From an optimization exercise on the open Yosys and OpenROAD flow, aimed at small area, a short achievable clock period and few clock cycles per item; shortcuts taken in it are not production practice. RTL that was checked went through simulation tests only; none was proved equivalent to the original.

Setup of P:
==> flow/design.v (excerpt) <==
module cordic_multiply #(
    parameter WL = 16,
    parameter FL = 14,
    parameter N_ITER = 15
)(
    input  wire                 clk,
    input  wire                 rst_n,
    input  wire                 start,
    input  wire signed [WL-1:0] in1,
    input  wire signed [WL-1:0] in2,
    output wire signed [WL-1:0] out,
    output reg                  done
);
==> flow/config.mk <==
export PLATFORM = sky130hd
export DESIGN_NAME = cordic_multiply
export DESIGN_NICKNAME = cordic_multiply
export VERILOG_FILES = /design/flow/design.v
export SDC_FILE = /design/flow/constraint.sdc
export NUM_CORES = 4
export LEC_CHECK = 0
export CAP_MARGIN = 20
export CORE_MARGIN = 2
export CORE_UTILIZATION = 40
export CTS_BUF_LIST = sky130_fd_sc_hd__clkbuf_4
export PLACE_DENSITY = 0.75
export SETUP_SLACK_MARGIN = 2.9
export SLEW_MARGIN = 20
export SYNTH_HIERARCHICAL = 1
export SYNTH_MINIMUM_KEEP_SIZE = 0
==> flow/constraint.sdc <==
create_clock -name core_clock -period 7.0 [get_ports {clk}]
set_input_delay 1.4000 -clock core_clock [delete_from_list [all_inputs] [get_ports {clk}]]
set_output_delay 1.4000 -clock core_clock [all_outputs]
set_load 0.01 [all_outputs]
standard.sh (not shown) runs the stock make flow with config.mk's settings and CLKGATE_MAP_FILE= SYNTH_SCRIPT=/design/flow/synth_recipe.tcl, a recipe that flattens the netlist after the stock synthesis.
==> flow/flow/run.sh <==
#!/bin/bash
# Layout flow: the standard flow (standard.sh, unchanged synthesis and
# steps), except that the port buffers are the platform's smallest buffer
# (buf_1) instead of the default pick; repair_design still resizes them where
# a load needs it.  The full output goes to standard.log in this folder.
set -euo pipefail
export BUFFER_PORTS_ARGS="-buffer_cell sky130_fd_sc_hd__buf_1"
bash standard.sh > standard.log 2>&1
Testbench counts of P, summed over its fixed seeds: cycles 1,608, items 1,600.
Relative to P, the following input files were edited for R:
--- a/flow/design.v
+++ b/flow/design.v
@@ -270,17 +270,17 @@
     cm_fa us253 (.a(s243), .b(s245), .ci(s247), .s(s253), .co(c254));
     wire s255, c256;
     cm_fa us255 (.a(c226), .b(c228), .ci(c230), .s(s255), .co(c256));
     wire s257, c258;
     cm_fa us257 (.a(s249), .b(s251), .ci(s253), .s(s257), .co(c258));
     wire s259, c260;
     cm_fa us259 (.a(c232), .b(c234), .ci(s255), .s(s259), .co(c260));
     wire s261, c262;
-    cm_fa us261 (.a(s257), .b(c236), .ci(c238), .s(s261), .co(c262));
+    cm_fa us261 (.a(c236), .b(s257), .ci(c238), .s(s261), .co(c262));
     wire s263, c264;
     cm_fa us263 (.a(p76), .b(p77), .ci(p78), .s(s263), .co(c264));
     wire s265, c266;
     cm_fa us265 (.a(p79), .b(p80), .ci(p81), .s(s265), .co(c266));
     wire s267, c268;
     cm_fa us267 (.a(p82), .b(p83), .ci(p84), .s(s267), .co(c268));
     wire s269, c270;
     cm_fa us269 (.a(p85), .b(p86), .ci(p87), .s(s269), .co(c270));
## What came out
- R against P; routed wire length is up by a few percent.
- Number of buffers added to fix hold violations after cts: P vs R identical
Function not checked in R: the RTL went through the layout flow alone.

* * *

Another version of the RTL of cordic_multiply (not shown whole).
Size in the first run: about 430 cells after synthesis, about 0.0043 mm² of cells after synthesis.
export LEC_CHECK = 0
export CAP_MARGIN = 20
export CORE_MARGIN = 2
export CORE_UTILIZATION = 40
export CTS_BUF_LIST = sky130_fd_sc_hd__clkbuf_4
export SLEW_MARGIN = 20
export SYNTH_HIERARCHICAL = 1
export SYNTH_MINIMUM_KEEP_SIZE = 0
create_clock -name core_clock -period 7.0 [get_ports {clk}]
Scripts as last shown in full above: flow/flow/run.sh
The starting point finished clean.
Testbench counts at the start, summed over its fixed seeds: cycles 1,608, items 1,600.
Edit:
--- a/flow/design.v
+++ b/flow/design.v
@@ -1,23 +1,24 @@
 module cordic_multiply #(
     parameter WL = 16,
     parameter FL = 14,
     parameter N_ITER = 15
 )(
     input  wire                 clk,
     input  wire                 rst_n,
     input  wire                 start,
     input  wire signed [WL-1:0] in1,
     input  wire signed [WL-1:0] in2,
-    output reg  signed [WL-1:0] out,
+    output wire signed [WL-1:0] out,
     output reg                  done
 );
+    reg  [16:0] ya_r, yb_r;
     wire p1 = ~(in1[0]);
     wire p2 = ~(in1[1]);
     wire p3 = ~(in1[2]);
     wire p4 = ~(in1[3]);
     wire p5 = ~(in1[4]);
     wire p6 = ~(in1[5]);
     wire p7 = ~(in1[6]);
     wire p8 = ~(in1[7]);
     wire p9 = ~(in1[8]);
     wire p10 = ~(in1[9]);
@@ -406,24 +407,26 @@
     wire s393, c394;
     cm_fa us393 (.a(c338), .b(s363), .ci(c362), .s(s393), .co(c394));
     wire s395, c396;
     cm_fa us395 (.a(c340), .b(s365), .ci(c364), .s(s395), .co(c396));
     wire s397, c398;
     cm_fa us397 (.a(p151), .b(p152), .ci(c366), .s(s397), .co(c398));
     wire s399, c400;
     cm_han us399 (.a(p153), .b(p154), .s(s399), .co(c400));
     wire [16:0] ya = {s399, s397, s395, s393, s391, s389, s387, s385, s383, s381, s379, s377, s375, s373, s371, s369, s367};
     wire [16:0] yb = {c398, c396, c394, c392, c390, c388, c386, c384, c382, c380, c378, c376, c374, c372, c370, c368, 1'b1};
-    wire [16:0] yn = ya + yb + 17'd1;
-    wire [16:0] y = ~yn;
-    always @(posedge clk)
-        out <= y[16:1];
+    always @(posedge clk) begin
+        ya_r <= ya;
+        yb_r <= yb;
+    end
+    wire [16:0] yn = ya_r + yb_r + 17'd1;
+    assign out = ~yn[16:1];
     always @(posedge clk or negedge rst_n)
         if (!rst_n) done <= 1'b0;
         else        done <= start;
 endmodule
 module cm_han (
     input  wire a,
     input  wire b,
     output wire s,
     output wire co
 );
- The new run ran to the end with no violations
- hold slack got worse by 41 ps
- non-clock buffer count fell by 12
- via count climbs by about 1.5%
- area after synthesis increases by about 7%
- clock-buffer cell count came out higher by 2
The RTL of the second run of this note was laid out without a check of its function.

* * *

## run 1
RTL: one of the versions met above, not the one the previous note started from.
For scale: roughly 52 I/O pins, roughly 0.0046 mm2 of cells after synthesis.
## cordic_multiply
module cordic_multiply #(
    parameter WL = 16,
    parameter FL = 14,
    parameter N_ITER = 15
)(
    input  wire                 clk,
    input  wire                 rst_n,
    input  wire                 start,
    input  wire signed [WL-1:0] in1,
    input  wire signed [WL-1:0] in2,
    output wire signed [WL-1:0] out,
    output reg                  done
);
    reg  [16:0] ya_r, yb_r;
    wire p1 = ~(in1[0]);
    wire p2 = ~(in1[1]);
    wire p3 = ~(in1[2]);
    wire p4 = ~(in1[3]);
    wire p5 = ~(in1[4]);
    wire p6 = ~(in1[5]);
    wire p7 = ~(in1[6]);
    wire p8 = ~(in1[7]);
    wire p9 = ~(in1[8]);
    wire p10 = ~(in1[9]);
    wire p11 = ~(in1[10]);
    wire p12 = ~(in1[11]);
    wire p13 = ~(in1[12]);
    wire p14 = ~(in1[13]);
    wire p15 = ~(in1[14]);
    wire p16 = ~(~(in1[15]));
    wire p17 = ~(in2[15] & ~in1[0]);
    wire p18 = ~(in2[15]);
    wire p19 = ~(in2[14] & in1[1]);
  ...
Settings: LEC_CHECK=0, CAP_MARGIN=20, CORE_MARGIN=2, CORE_UTILIZATION=40, CTS_BUF_LIST=sky130_fd_sc_hd__clkbuf_4, SETUP_SLACK_MARGIN=2.5, SLEW_MARGIN=20, SYNTH_HIERARCHICAL=1, SYNTH_MINIMUM_KEEP_SIZE=0; clock period 7.0 ns.
Scripts as last shown in full above: flow/flow/run.sh
Run 1: flow completed, timing, DRC and antenna clean
The inputs of run 2 differ from those of run 1 as listed below.
diff --git a/flow/design.v b/flow/design.v
--- a/flow/design.v
+++ b/flow/design.v
@@ -8,13 +8,14 @@
     input  wire                 start,
     input  wire signed [WL-1:0] in1,
     input  wire signed [WL-1:0] in2,
     output wire signed [WL-1:0] out,
     output reg                  done
 );
-    reg  [16:0] ya_r, yb_r;
+    reg  [15:1] ya_r, yb_r;
+    reg         c0_r, p16_r;
     wire p1 = ~(in1[0]);
     wire p2 = ~(in1[1]);
     wire p3 = ~(in1[2]);
     wire p4 = ~(in1[3]);
     wire p5 = ~(in1[4]);
     wire p6 = ~(in1[5]);
@@ -310,13 +311,13 @@
     cm_fa us295 (.a(s189), .b(s191), .ci(s237), .s(s295), .co(c296));
     wire s297, c298;
     cm_fa us297 (.a(c234), .b(c236), .ci(s239), .s(s297), .co(c298));
     wire s299, c300;
     cm_fa us299 (.a(s241), .b(c238), .ci(c240), .s(s299), .co(c300));
     wire s301, c302;
-    cm_han us301 (.a(s243), .b(s245), .s(s301), .co(c302));
+    cm_fa us301 (.a(s243), .b(s245), .ci(1'b1), .s(s301), .co(c302));
     wire s303, c304;
     cm_fa us303 (.a(s247), .b(s249), .ci(c242), .s(s303), .co(c304));
     wire s305, c306;
     cm_fa us305 (.a(s251), .b(c244), .ci(c246), .s(s305), .co(c306));
     wire s307, c308;
     cm_fa us307 (.a(s253), .b(s255), .ci(c248), .s(s307), .co(c308));
@@ -380,13 +381,13 @@
     cm_fa us365 (.a(p148), .b(p149), .ci(p150), .s(s365), .co(c366));
     wire s367, c368;
     cm_fa us367 (.a(s229), .b(s231), .ci(s289), .s(s367), .co(c368));
     wire s369, c370;
     cm_fa us369 (.a(c290), .b(s291), .ci(s293), .s(s369), .co(c370));
     wire s371, c372;
-    cm_han us371 (.a(s297), .b(s341), .s(s371), .co(c372));
+    cm_fa us371 (.a(s297), .b(s341), .ci(1'b1), .s(s371), .co(c372));
     wire s373, c374;
     cm_fa us373 (.a(s301), .b(c342), .ci(s343), .s(s373), .co(c374));
     wire s375, c376;
     cm_fa us375 (.a(s305), .b(c344), .ci(s345), .s(s375), .co(c376));
     wire s377, c378;
     cm_fa us377 (.a(c306), .b(c346), .ci(s347), .s(s377), .co(c378));
@@ -408,21 +409,25 @@
     cm_fa us393 (.a(c338), .b(s363), .ci(c362), .s(s393), .co(c394));
     wire s395, c396;
     cm_fa us395 (.a(c340), .b(s365), .ci(c364), .s(s395), .co(c396));
     wire s397, c398;
     cm_fa us397 (.a(p151), .b(p152), .ci(c366), .s(s397), .co(c398));
     wire s399, c400;
-    cm_han us399 (.a(p153), .b(p154), .s(s399), .co(c400));
+    cm_fa us399 (.a(p153), .b(p154), .ci(1'b1), .s(s399), .co(c400));
     wire [16:0] ya = {s399, s397, s395, s393, s391, s389, s387, s385, s383, s381, s379, s377, s375, s373, s371, s369, s367};
     wire [16:0] yb = {c398, c396, c394, c392, c390, c388, c386, c384, c382, c380, c378, c376, c374, c372, c370, c368, 1'b1};
+    wire        cy0 = ya[0] | yb[0];        
+    wire        sx16 = ~(ya[16] ^ yb[16]);  
     always @(posedge clk) begin
-        ya_r <= ya;
-        yb_r <= yb;
+        ya_r  <= ya[15:1];
+        yb_r  <= yb[15:1];
+        c0_r  <= cy0;
+        p16_r <= sx16;
     end
-    wire [16:0] yn = ya_r + yb_r + 17'd1;
-    assign out = ~yn[16:1];
+    wire [16:0] sum = {p16_r, ya_r, 1'b1} + {1'b1, yb_r, c0_r};
+    assign out = ~sum[16:1];
     always @(posedge clk or negedge rst_n)
         if (!rst_n) done <= 1'b0;
         else        done <= start;
 endmodule
 module cm_han (
     input  wire a,
--- outcome ---
- Compared to run 1, run 2 has synthesized area about 0.46% lower.
- Post-route clock period utilization: run 2 vs run 1 — no meaningful difference
- Row highest fanout seen on the critical path: run 2 higher / run 1 lower
- Cmp run 1 and run 2 / fraction of layout cells with a size suffix above 1 / lower: run 1
- Run 2 vs. run 1: setup slack after layout climbed 8.7 ps; initial core utilization dropped 0.19 points; average wire per cell in the routed design climbed 1.1%; fraction of standard cell area in multi-input logic climbed 1.8 points.
- Summary — sink count of the clock tree, run 2 relative to run 1: lower, by 1.
- A launch point of the worst path of in1[4] is what run 1 shows, while in2[14] belongs to run 2.
No run of this note included a check of the RTL's function; only the layout flow was run.

==> what the ideal ports hide <==
The results above use ideal ports. As a check the final layouts listed here were re-extracted and re-timed, cells and wires unchanged.
Step 1 sets driving cells, clkbuf_16 on the clock port and buf_2 on the other inputs (assumed; they add their load-dependent delay and slew).
Step 2 times the ports against the registers' clock, not the clock port: input delays grow and output delays shrink by t, the midpoint of the rising clock arrivals with the driver on.
Slacks: no drivers / after step 1 / after step 2; pairs: no drivers / after step 1.
run | t, ns | setup slack, ns | hold slack, ns | latest minus earliest clock arrival (ns)
P | 0.338 | 2.968 / 2.966 / 2.628 | 0.815 / 0.818 / 1.156 | 0.012 / 0.012
R | 0.347 | 2.956 / 2.960 / 2.613 | 0.809 / 0.809 / 1.156 | 0.008 / 0.008
the first run of note 2 | 0.307 | 0.845 / 0.824 / 0.516 | 0.863 / 0.861 / 1.168 | 0.011 / 0.011
the second run of note 2 | 0.336 | 2.138 / 2.134 / 1.798 | 0.823 / 0.824 / 1.160 | 0.011 / 0.010
run 1 | 0.340 | 2.552 / 2.544 / 2.204 | 0.823 / 0.822 / 1.162 | 0.011 / 0.010
run 2 | 0.335 | 2.560 / 2.531 / 2.196 | 0.822 / 0.818 / 1.153 | 0.014 / 0.014
After both steps every run listed still meets setup and hold. For run 2, which loses most, drivers alone change the setup slack by -0.029 ns; drivers and shift together by -0.364 ns.
